This design comes from an exercise in tuning for small area on the open sky130 flow, not from production work.
In this exercise RTL edits were held to simulation tests only and were not proved equivalent to the original.
Power is estimated from default activity; no workload was simulated.

--- flow/design.v ---
module program_counter(i_clk, i_arst, i_next_addr, o_curr_addr); 
input i_clk;
input i_arst;
input [31:0] i_next_addr;
output reg [31:0] o_curr_addr;
always @(posedge i_clk, posedge i_arst) 
	if(i_arst) begin
		o_curr_addr <= 32'd0;
	end else begin
		o_curr_addr <= i_next_addr;
	end
endmodule
module sign_extender(i_input16, o_output32);
input wire [15:0] i_input16;
output reg [31:0] o_output32;
always @*	 
begin
	o_output32[15:0] = i_input16[15:0];
	o_output32[31:16] = {16{i_input16[15]}};
end 
endmodule
module main_decoder(i_opcode, o_memto_reg, o_mem_write, o_branch_beq, o_branch_bne, o_jump, o_alu_src, o_reg_dst, o_reg_write);
input [5:0] i_opcode;
output reg o_memto_reg;
output reg o_mem_write;
output reg o_branch_beq;
output reg o_branch_bne;
output reg o_jump;
output reg o_alu_src;
output reg o_reg_dst;
output reg o_reg_write;
always @(i_opcode) begin
	o_reg_write = 1'bx;
	o_reg_dst = 1'bx;
	o_alu_src = 1'bx;
	o_branch_beq = 1'bx;
	o_branch_bne = 1'bx;
	o_mem_write = 1'bx;
	o_memto_reg = 1'bx;
	o_jump = 1'bx;
	casez(i_opcode)
		6'b000000:	 
			begin
				o_reg_write = 1'b1;	
				o_reg_dst = 1'b1;
				o_alu_src = 1'b0;
				o_branch_beq = 1'b0;
				o_branch_bne = 1'b0;
				o_mem_write = 1'b0;
				o_memto_reg = 1'b0;
				o_jump = 1'b0;
			end
		6'b100011:				 
			begin
				o_reg_write = 1'b1;
				o_reg_dst = 1'b0;
				o_alu_src = 1'b1;
				o_branch_beq = 1'b0;
				o_branch_bne = 1'b0;
				o_mem_write = 1'b0;
				o_memto_reg = 1'b1;
				o_jump = 1'b0;
			end
		6'b101011:				 
			begin
				o_reg_write = 1'b0;
				o_reg_dst = 1'bx;
				o_alu_src = 1'b1;
				o_branch_beq = 1'b0;
				o_branch_bne = 1'b0;
				o_mem_write = 1'b1;
				o_memto_reg = 1'bx;
				o_jump = 1'b0;
			end
		6'b000100:				 
			begin
				o_reg_write = 1'b0;
				o_reg_dst = 1'bx;
				o_alu_src = 1'b0;
				o_branch_beq = 1'b1;
				o_branch_bne = 1'b0;
				o_mem_write = 1'b0;
				o_memto_reg = 1'bx;
				o_jump = 1'b0;
			end
		6'b000101:				 
			begin
				o_reg_write = 1'b0;
				o_reg_dst = 1'bx;
				o_alu_src = 1'b0;
				o_branch_beq = 1'b0;
				o_branch_bne = 1'b1;
				o_mem_write = 1'b0;
				o_memto_reg = 1'bx;
				o_jump = 1'b0;
			end
		6'b001000:				 
			begin
				o_reg_write = 1'b1;
				o_reg_dst = 1'b0;
				o_alu_src = 1'b1;
				o_branch_beq = 1'b0;
				o_branch_bne = 1'b0;
				o_mem_write = 1'b0;
				o_memto_reg = 1'b0;
				o_jump = 1'b0;
			end
		6'b001010:				 
			begin
				o_reg_write = 1'b1;	 
				o_reg_dst = 1'b0;	 
				o_alu_src = 1'b1;	 
				o_branch_beq = 1'b0;	 
				o_branch_bne = 1'b0;
				o_mem_write = 1'b0;	 
				o_memto_reg = 1'b0;	 
				o_jump = 1'b0;		 
			end
		6'b001100:				 
			begin
				o_reg_write = 1'b1;
				o_reg_dst = 1'b0;
				o_alu_src = 1'b1;
				o_branch_beq = 1'b0;
				o_branch_bne = 1'b0;
				o_mem_write = 1'b0;
				o_memto_reg = 1'b0;
				o_jump = 1'b0;
			end
		6'b001101:				 
			begin
				o_reg_write = 1'b1;
				o_reg_dst = 1'b0;
				o_alu_src = 1'b1;
				o_branch_beq = 1'b0;
				o_branch_bne = 1'b0;
				o_mem_write = 1'b0;
				o_memto_reg = 1'b0;
				o_jump = 1'b0;
			end
		6'b001110:				 
			begin
				o_reg_write = 1'b1;
				o_reg_dst = 1'b0;
				o_alu_src = 1'b1;
				o_branch_beq = 1'b0;
				o_branch_bne = 1'b0;
				o_mem_write = 1'b0;
				o_memto_reg = 1'b0;
				o_jump = 1'b0;
			end
		6'b000010:				 
			begin
				o_reg_write = 1'b0;
				o_reg_dst = 1'bx;
				o_alu_src = 1'bx;
				o_branch_beq = 1'bx;
				o_branch_bne = 1'bx;
				o_mem_write = 1'b0;
				o_memto_reg = 1'bx;
				o_jump = 1'b1;
			end
		default:	
			begin
				o_reg_write = 1'bx;
				o_reg_dst = 1'bx;
				o_alu_src = 1'bx;
				o_branch_beq = 1'bx;
				o_branch_bne = 1'bx;
				o_mem_write = 1'bx;
				o_memto_reg = 1'bx;
				o_jump = 1'bx;
			end
	endcase
end
endmodule
module alu_decoder(i_opcode, i_funct, o_shift, o_alu_control);
input [5:0] i_opcode;		 
input [5:0] i_funct;		 
output reg o_shift;
output reg [3:0] o_alu_control;	 
always @(*) begin 
	o_alu_control = 4'bxxxx;	 
	o_shift = 1'bx;
	casez(i_opcode)
		6'b000000:	 
			begin
				casez(i_funct)
					6'b100000:	
						begin	
							o_alu_control = 4'b0010;  
							o_shift = 1'b0;
						end 
					6'b100010:	
						begin	
							o_alu_control = 4'b0110;  
							o_shift = 1'b0;
						end
					6'b100100:	
						begin
							o_alu_control = 4'b0000;  
							o_shift = 1'b0;
						end
					6'b100101:	
						begin	
							o_alu_control = 4'b0001;  
							o_shift = 1'b0;
						end
					6'b101010:	
						begin	
							o_alu_control = 4'b0111;  
							o_shift = 1'b0;
						end
					6'b100110:	
						begin	
							o_alu_control = 4'b0011;  
							o_shift = 1'b0;
						end
					6'b100111:	
						begin	
							o_alu_control = 4'b0100;  
							o_shift = 1'b0;
						end
					6'b000000:									 
						begin
							o_alu_control = 4'b1000;  
							o_shift = 1'b1;
						end
					6'b000010:
						begin
							o_alu_control = 4'b1001;  
							o_shift = 1'b1;
						end
					6'b000011:	
						begin
							o_alu_control = 4'b1010;  
							o_shift = 1'b1;
						end
					6'b000101:	
						begin
							o_alu_control = 4'b1011;  
							o_shift = 1'b1;
						end
					6'b001001:	
						begin
							o_alu_control = 4'b1100;  
							o_shift = 1'b1;
						end
					default: 	
						begin
							o_alu_control = 4'bxxxx;  
							o_shift = 1'bx;
						end
				endcase	
			end
		6'b100011:	 
			begin
				o_alu_control = 4'b0010;	 
				o_shift = 1'b0;
			end
		6'b101011:	 
			begin
				o_alu_control = 4'b0010;	 
				o_shift = 1'b0;
			end
		6'b000100:	 
			begin
				o_alu_control = 4'b0110;	 
				o_shift = 1'b0;
			end
		6'b000101:	 
			begin
				o_alu_control = 4'b0110;	 
				o_shift = 1'b0;
			end
		6'b001000:	 
			begin
				o_alu_control = 4'b0010;	 
				o_shift = 1'b0;
			end
		6'b001010:	 
			begin
				o_alu_control = 4'b0111;	 
				o_shift = 1'b0;
			end
		6'b001100:	 
			begin
				o_alu_control = 4'b0000;	 
				o_shift = 1'b0;
			end
		6'b001101:	 
			begin
				o_alu_control = 4'b0001;	 
				o_shift = 1'b0;
			end
		6'b001110:	 
			begin
				o_alu_control = 4'b0011;	 
				o_shift = 1'b0;
			end
		6'b000010:	 
			begin
				o_alu_control = 4'bxxxx;	 
				o_shift = 1'b0;
			end
		default:	 
			begin
				o_alu_control = 4'bxxxx;	 
				o_shift = 1'bx;
			end
	endcase
end
endmodule
module barrel_shifter(i_data, i_mode, i_shift_count, o_data);
input [31:0] i_data;
input [2:0] i_mode;
input [4:0] i_shift_count;
output reg [31:0] o_data;
wire [63:0] l_shifted = {i_data, i_data} << i_shift_count;
wire [63:0] r_shifted = {i_data, i_data} >> i_shift_count;
always @(*) begin
	case (i_mode)
		3'b000:
			begin
				o_data = l_shifted[31:0];				 
			end
		3'b001:
			begin
				o_data = r_shifted[63:32];				 
			end
		3'b010:	
			begin							 
				o_data = l_shifted[63:32];
			end
		3'b011:	
			begin							 
				o_data = r_shifted[31:0];
			end
		3'b100:
			begin
				o_data = $signed(i_data) >>> i_shift_count;	 
			end
		default:
			begin
				o_data = {32{1'bx}};	 
			end
	endcase
end
endmodule
module ALU(i_data_A, i_data_B, i_alu_control, o_zero_flag, o_result);
input [31:0] i_data_A;					 
input [31:0] i_data_B;					 
output reg [31:0] o_result;				 
input [3:0] i_alu_control;				 
output wire o_zero_flag;				 
assign o_zero_flag = ~|o_result;
reg [31:0] i_shifter_data;
reg [2:0] i_shift_mode;
reg [4:0] i_shift_cnt;
wire [31:0] o_shifted_data; 
barrel_shifter bs_inst(.i_data(i_shifter_data),
			.i_mode(i_shift_mode),
			.i_shift_count(i_shift_cnt),
			.o_data(o_shifted_data));
always @(*) begin
	i_shifter_data = {32{1'bx}};
	i_shift_mode = {3{1'bx}};
	i_shift_cnt = {5{1'bx}};
	casex(i_alu_control)
		4'b0010:	 
			begin
				o_result = i_data_A + i_data_B;
			end
		4'b0110:	 
			begin
				o_result = i_data_A - i_data_B;
			end
		4'b0000:	 
			begin
				o_result = i_data_A & i_data_B;
			end
		4'b0001:	 
			begin
				o_result = i_data_A | i_data_B;
			end
		4'b0111:	 
			begin
				o_result = i_data_A < i_data_B ? 32'h00000001 : 32'h00000000;	
			end
		4'b0011:	 
			begin
				o_result = i_data_A ^ i_data_B;
			end
		4'b0100:	 
			begin
				o_result = ~(i_data_A | i_data_B);
			end
		4'b1000:	 
			begin
				i_shifter_data = i_data_B;
				i_shift_mode = 3'b000;
				i_shift_cnt = i_data_A[4:0];	 
				o_result = o_shifted_data;		
			end
		4'b1001:	 
			begin
				i_shifter_data = i_data_B;
				i_shift_mode = 3'b001;
				i_shift_cnt = i_data_A[4:0];	
				o_result = o_shifted_data;	
			end
		4'b1010:	 
			begin
				i_shifter_data = i_data_B;
				i_shift_mode = 3'b100;
				i_shift_cnt = i_data_A[4:0];	
				o_result = o_shifted_data;	
			end
		4'b1011:	 
			begin
				i_shifter_data = i_data_B;
				i_shift_mode = 3'b011;
				i_shift_cnt = i_data_A[4:0];
				o_result = o_shifted_data;	
			end
		4'b1100:	 
			begin
				i_shifter_data = i_data_B;
				i_shift_mode = 3'b010;
				i_shift_cnt = i_data_A[4:0];	
				o_result = o_shifted_data;	
			end
		default:
			begin
				o_result = {32{1'bx}};	 
			end
	endcase
end
endmodule
module register_file(i_clk, i_we, i_arst, i_addr_1, i_addr_2, i_addr_3, i_wdata, o_rdata_1, o_rdata_2);
input i_clk;				 
input i_we;				 
input i_arst;
integer i;
input [4:0] i_addr_1;			 
input [4:0] i_addr_2;			 
input [4:0] i_addr_3;			 
input [31:0] i_wdata;			 
output [31:0] o_rdata_1;		 
output [31:0] o_rdata_2;		 
reg [31:0] registers[31:0];		 
assign o_rdata_1 = (i_addr_1 == 0) ? 32'd0 : registers[i_addr_1];	 
assign o_rdata_2 = (i_addr_2 == 0) ? 32'd0 : registers[i_addr_2];	 
always @(posedge i_clk or posedge i_arst)			 
	if(i_arst) begin
		for(i = 0; i < 32; i = i + 1) 
			registers[i] <= 32'd0;
	end else if(i_we) begin
		registers[i_addr_3] <= (i_addr_3 == 0) ? 32'd0 : i_wdata;
	end else begin
		for(i = 0; i < 32; i = i + 1) 
			registers[i] <= registers[i];	 
	end
endmodule
module MIPS(i_clk, i_arst, o_pc_cur, o_pc_next, i_instr, o_mem_addr, o_mem_wdata, o_mem_we, i_mem_rdata);
input i_clk;	 
input i_arst;	 
output wire [31:0] o_pc_cur;
output wire [31:0] o_pc_next;
input [31:0] i_instr;			 
output wire [31:0] o_mem_addr;		 
output wire [31:0] o_mem_wdata;		 
output wire o_mem_we;			 
input [31:0] i_mem_rdata;		 
wire MemtoReg;
wire MemWrite;
wire Branch_beq;
wire Branch_bne;
wire [3:0] ALUControl;
wire ALUSrc;
wire RegDst;
wire RegWrite;
wire Shift;
wire Jump;
wire Zero;						 
wire PCSrc;						 
assign PCSrc = (Branch_beq & Zero) | (Branch_bne & !Zero);
reg [31:0] pc_next;					 
wire [31:0] pc_current;					 
wire [31:0] pc_plus4;					 
wire [31:0] pc_branch;					 
wire [31:0] pc_jump;					 
wire [31:0] ROM_A;					 
wire [31:0] Instr;					 
assign ROM_A = pc_current;				 
	assign o_pc_cur = pc_current;
	assign o_pc_next = pc_next;
assign Instr = i_instr;					 
wire [31:0] sign_imm;					 
wire [31:0] shifted_sign_imm;					 
assign shifted_sign_imm = {sign_imm[29:0], 2'b00};	 
assign pc_plus4 = pc_current + 32'd4;			 
assign pc_branch = pc_plus4 + shifted_sign_imm;		 
assign pc_jump = {pc_plus4[31:28], Instr[25:0], 2'b00};	 
always @(*) begin
	casex(Jump)
		1'b0:
			begin
				casex(PCSrc)
					1'b0:
						begin
							pc_next = pc_plus4;
						end
					1'b1:	
						begin
							pc_next = pc_branch;
						end
				endcase
			end
		1'b1:	
			begin
				pc_next = pc_jump;
			end
	endcase
end
program_counter pc_inst(.i_clk(i_clk),			 
			.i_arst(i_arst),
			.i_next_addr(pc_next),
			.o_curr_addr(pc_current));
sign_extender sign_ext_inst(.i_input16(Instr[15:0]),	 
				.o_output32(sign_imm));	
main_decoder main_control_inst(.i_opcode(Instr[31:26]),  
				.o_memto_reg(MemtoReg),
				.o_mem_write(MemWrite),
				.o_branch_beq(Branch_beq),
				.o_branch_bne(Branch_bne),
				.o_jump(Jump),
				.o_alu_src(ALUSrc),
				.o_reg_dst(RegDst),
				.o_reg_write(RegWrite));
alu_decoder alu_control_inst(.i_opcode(Instr[31:26]),	 
				.i_funct(Instr[5:0]),
				.o_shift(Shift),
				.o_alu_control(ALUControl));
wire [4:0] REGF_A1;	
wire [4:0] REGF_A2;
reg [4:0] REGF_A3;
wire [31:0] REGF_WD3;
wire [31:0] REGF_RD1;
wire [31:0] REGF_RD2;
reg [31:0] result;		 
assign REGF_A1 = Instr[25:21];	 
assign REGF_A2 = Instr[20:16];	 
assign REGF_WD3 = result;
always @(*) begin
	casex(RegDst)
		1'b0:
			begin
				REGF_A3 = Instr[20:16];	 
			end
		1'b1:
			begin
				REGF_A3 = Instr[15:11];	 
			end
	endcase
end
register_file reg_file_inst(.i_clk(i_clk),		 
				.i_we(RegWrite),
				.i_arst(i_arst),
				.i_addr_1(REGF_A1),
				.i_addr_2(REGF_A2),
				.i_addr_3(REGF_A3),
				.i_wdata(REGF_WD3),
				.o_rdata_1(REGF_RD1),
				.o_rdata_2(REGF_RD2));
reg [31:0] srcA;
reg [31:0] srcB;
wire [31:0] alu_result;
always @(*) begin
	casex(Shift)
		1'b0:
			begin
				srcA = REGF_RD1;
			end
		1'b1:	
			begin
				srcA = {{27{1'b0}}, Instr[10:6]};
			end
	endcase
end
always @(*) begin
	casex(ALUSrc)
		1'b0:
			begin
				srcB = REGF_RD2;
			end
		1'b1:	
			begin
				srcB = sign_imm;
			end
	endcase
end
ALU alu_inst(.i_data_A(srcA),				 
		.i_data_B(srcB),
		.i_alu_control(ALUControl),
		.o_zero_flag(Zero),
		.o_result(alu_result));
wire [31:0] RAM_A;
wire [31:0] RAM_WD;
wire [31:0] RAM_RD;
assign RAM_A = alu_result;
assign RAM_WD = REGF_RD2;
assign o_mem_addr = RAM_A;
assign o_mem_wdata = RAM_WD;
assign o_mem_we = MemWrite;
assign RAM_RD = i_mem_rdata;
always @(*) begin
	casex(MemtoReg)
		1'b0: 
			begin
				result = alu_result;
			end
		1'b1:
			begin
				result = RAM_RD;
			end
	endcase
end
endmodule
--- flow/config.mk ---
export PLATFORM = sky130hd
export DESIGN_NAME = MIPS
export DESIGN_NICKNAME = MIPS
export VERILOG_FILES = /design/flow/design.v
export SDC_FILE = /design/flow/constraint.sdc
export NUM_CORES = 4
export LEC_CHECK = 0
export CAP_MARGIN = 20
export CORE_MARGIN = 2
export CORE_UTILIZATION = 40
export SETUP_SLACK_MARGIN = 0.4
export SLEW_MARGIN = 20
--- flow/run.sh ---
#!/bin/bash
# synth_recipe.tcl (not shown) runs the flow's synth.tcl, then flattens the netlist and writes it again
# the make line also repeats each setting of config.mk as NAME=value (left out here)
make -C /OpenROAD-flow-scripts/flow DESIGN_CONFIG=/design/flow/config.mk WORK_HOME=/design/flow/orfs CLKGATE_MAP_FILE= SYNTH_SCRIPT=/design/flow/synth_recipe.tcl finish
--- flow/constraint.sdc ---
create_clock -name core_clock -period 14.0 [get_ports {i_clk}]
set_input_delay 2.8000 -clock core_clock [delete_from_list [all_inputs] [get_ports {i_clk}]]
set_output_delay 2.8000 -clock core_clock [all_outputs]
set_load 0.01 [all_outputs]
==> results.json <==
{
  "power_frac_seq": 0.333,
  "rrSetupSlack_ns": 6.07,
  "hold_path.class": "flip-flop to flip-flop",
  "chipWidth_um": 408,
  "yosysUniqueCellTypes": 112,
  "use_met3": 0.202,
  "ff_latch_area_um2": 25600,
  "place_area_um2": 79200,
  "critPathMaxFanout": 14,
  "hold_viol_final": 0,
  "ys_warn_count": 9,
  "use_met1": 0.621,
  "synth.avg_cell_area_um2": 8.35,
  "grt_max_degree": 180,
  "synthArstFlopShare": 1.00,
  "via_per_inst": 6.97,
  "period_share": 0.986,
  "final_nets": 9030,
  "area_growth_pct": 30.6,
  "drt_iter0_markers": 13394,
  "worst_setup_path_start_kind": "input pin",
  "place_inst": 10849,
  "critPathMaxStageDelay_ns": 0.60,
  "layout_common_cells": "1273 x buf_4, 1224 x nand2_1, 1035 x o21ai_0",
  "htreeDepth": 3,
  "crit_required_ns": 11.20,
  "ant_nets": 0,
  "synth_nets": 8001,
  "drcViolationCount": 0,
  "leakagePower_nw": 40.0,
  "max_clock_freq_mhz": 72.4,
  "maxCapViolations": 0,
  "boundaryPins": 195,
  "stdcell_area_um2": 85200,
  "slew_viol_final": 0,
  "min_period_ns": 13.81,
  "power.density_nw_per_um2": 179,
  "p_comb_frac": 0.458,
  "pre_cts_slack_ns": -1.05,
  "die_y_um": 408,
  "vdd_drop_max_mv": 0.157,
  "nFillCells": 15463,
  "timing.final.ws_setup_ns": 0.195,
  "clkSlewWorstSetupHoldPaths_ns": 0.06,
  "holdBufCountCts": 0,
  "cts-buffers-inserted": 113,
  "worst_pin_slew_ns": 1.18,
  "yosysTopAreaCell": "dfrtp_1",
  "port_buffers": 194,
  "wire_per_inst_um": 39.9,
  "die_area_um2": 166000,
  "reg2reg_depth": 37,
  "cts_tree": "built",
  "synth-main-ff-cell": "dfrtp_1",
  "netlist_instances": 7808,
  "clock_sinks": 1024,
  "synth_area_um2": 65200,
  "synth_area_leaders": "dfrtp_1 39%, o21ai_0 8.1%, nand2_1 7.2%",
  "layout_commonest_cell": "buf_4",
  "clock_latency_ns": 0.85,
  "hold_path_depth": 2,
  "arrival_ns": 11.01,
  "synth_edf_count": 0,
  "cp_common_cell": "buf_4",
  "place_congestion": 1.13,
  "max-slew-margin-rel": 0.205,
  "dp_hpwl_mm": 321,
  "drive_gt1_frac": 0.244,
  "p_clk_frac": 0.209,
  "intPower_mw": 8.55,
  "sw_frac_of_total": 0.440,
  "skew_ns": 0.0799,
  "cts-root-buf": "clkbuf_16",
  "p_switching_mw": 6.71,
  "firstDrtPassIters": 9,
  "synth_top_area_share": 0.393,
  "worst_path_max_delay_cell": "a2111oi_1",
  "grt_pass1_wl_mm": 604,
  "setup_violations": 0,
  "whs_ns": 0.501,
  "grt_overflow": 0,
  "seq_area_frac_synth": 0.393,
  "path_class": "input pin to output port",
  "multi_input_area_um2": 38000,
  "crit_path_end_kind": "output port",
  "top_usage_layer": "met2",
  "clock_path_buffers": 3,
  "via_count": 77681,
  "rows": 148,
  "antenna_found_initial": 42,
  "start_util": 0.402,
  "core_area_um2": 162000,
  "rsz0062_at_grt": "no",
  "ys_ff_latch": 1024,
  "globalRouteMet2Util": 0.728,
  "fin_cells": 11142,
  "grt_pass1_vias": 73090,
  "grt_use_total": 0.517,
  "finalWirelength_mm": 445,
  "status": "complete, no violations"
}
==> layer usage <==
metal  share of wire  wire, um  vias up
met5         0.00039       175        -
met4            0.11     47100       28
met3            0.14     60600     2272
met2            0.40    179000     6870
met1            0.36    158000    37539
li1                -         -    30972
==> timing repair <==
action                                 4_1_cts  5_1_grt
setup endpoints to repair                   30       30
gates resized for setup                    200      224
cloned                                       2        5
pin swaps                                   39       66
buffers inserted                            20       20
endpoints found under the hold margin        0        0
==> sequential cells by signal, summed over array words and instances, names as in the netlist <==
signal                   cells
pc_inst.o_curr_addr         32
reg_file_inst.registers    992
==> area by class of cell <==
cell class                      instances  area share
Multi-Input combinational cell       5927       0.447
Antenna cell                           38     0.00112
Timing Repair Buffer                 1632       0.168
Clock buffer                          156      0.0373
Inverter                              139     0.00620
Sequential cell                      1024       0.301
Clock inverter                         51     0.00830
Tap cell                             2175      0.0320
==> logic make-up (layout without fill, tap and decap cells) <==
kind of cell               Yosys count  after routing  share of synthesized area
and+or+nand+nor                   2784           2784                      0.205
muxes                              282            282                     0.0465
buffers and inverters              857           1978                     0.0533
AOI/OAI and AO/OA                 2658           2658                      0.268
other                                0             38                          0
xor gates and xnor gates            75             75                     0.0101
adders and majority gates          128            128                     0.0249
DFF                               1024           1024                      0.393
==> critical path, delay by kind of cell <==
kind                   cells  cell delay (ns)
buffers and inverters     14             2.84
AOI/OAI and AO/OA         10             2.76
and+or+nand+nor            8             2.34
muxes                      1             0.21
==> synthesized netlist by cell type, types with 42 or more instances <==
cell type and number:
a2111oi_0 137, a211oi_1 76, a21oi_1 240, a221oi_1 70
a22oi_1 517, and3_1 488, buf_2 81, clkbuf_1 572
dfrtp_1 1024, ha_1 124, inv_1 134, mux2_2 138
mux2i_1 135, nand2_1 1257, nand2b_1 46, nand3_1 118
nand4_1 111, nor2_1 361, nor3_1 103, o211ai_1 42
o21ai_0 1053, o22ai_1 91, or2_2 46, xnor2_1 46
==> path summary, 6_finish.rpt <==
path	start	endpoint
min in group asynchronous	i_arst	pc_inst.o_curr_addr[18]
max in group asynchronous	i_arst	reg_file_inst.registers[26][25]
worst max register to register	reg_file_inst.registers[8][0]	pc_inst.o_curr_addr[27]
worst min register to register	reg_file_inst.registers[15][29]	reg_file_inst.registers[15][29]
worst min-delay path	reg_file_inst.registers[15][29]	reg_file_inst.registers[15][29]
worst max-delay path	i_instr[19]	o_pc_next[27]
==> metrics by stage <==
step	TNS (ns)	utilization	power, mW
global placement	-31.24	0.488	11.5
detailed placement	-28.97	0.488	11.5
global route	0	0.524	15.7
finish	0	0.524	15.3
CTS	0	0.517	14.7
floorplan	-2983.87	-	7.62
==> power by group through the flow <==
stage,clock network (mW),logic [mW],registers [mW]
after floorplan,0,3.15,4.47
after global placement,0,6.51,5.00
after detailed placement,0,6.55,4.99
after CTS,3.16,6.63,4.95
after global routing,3.29,7.34,5.07
final,3.18,7.00,5.08

## separate check: timing with driven ports
Ports are ideal in the flow. The routed layout listed here was re-timed in OpenROAD. Step 1 sets driving cells, clkbuf_16 on the clock port and buf_2 on the other inputs (assumed; they add their load-dependent delay and slew). Step 2 adds t to the input delays and takes it off the output delays; t is the mean of the earliest and latest rising clock arrival at the registers after step 1. Input paths then give back, and output paths get back, about the clock's delay inside the block. Three values: no drivers, after step 1, after step 2; two values: the first two.
t, ns: 0.900
setup WS [ns]: 0.195 / 0.166 / 0.166
worst slew at a driven data input, ns: 0.09
cell pins on the clock port's net: 1
After both steps setup and hold are still met in this run. The setup slack of this run moves by -0.029 ns with the drivers and by -0.029 ns with both steps.
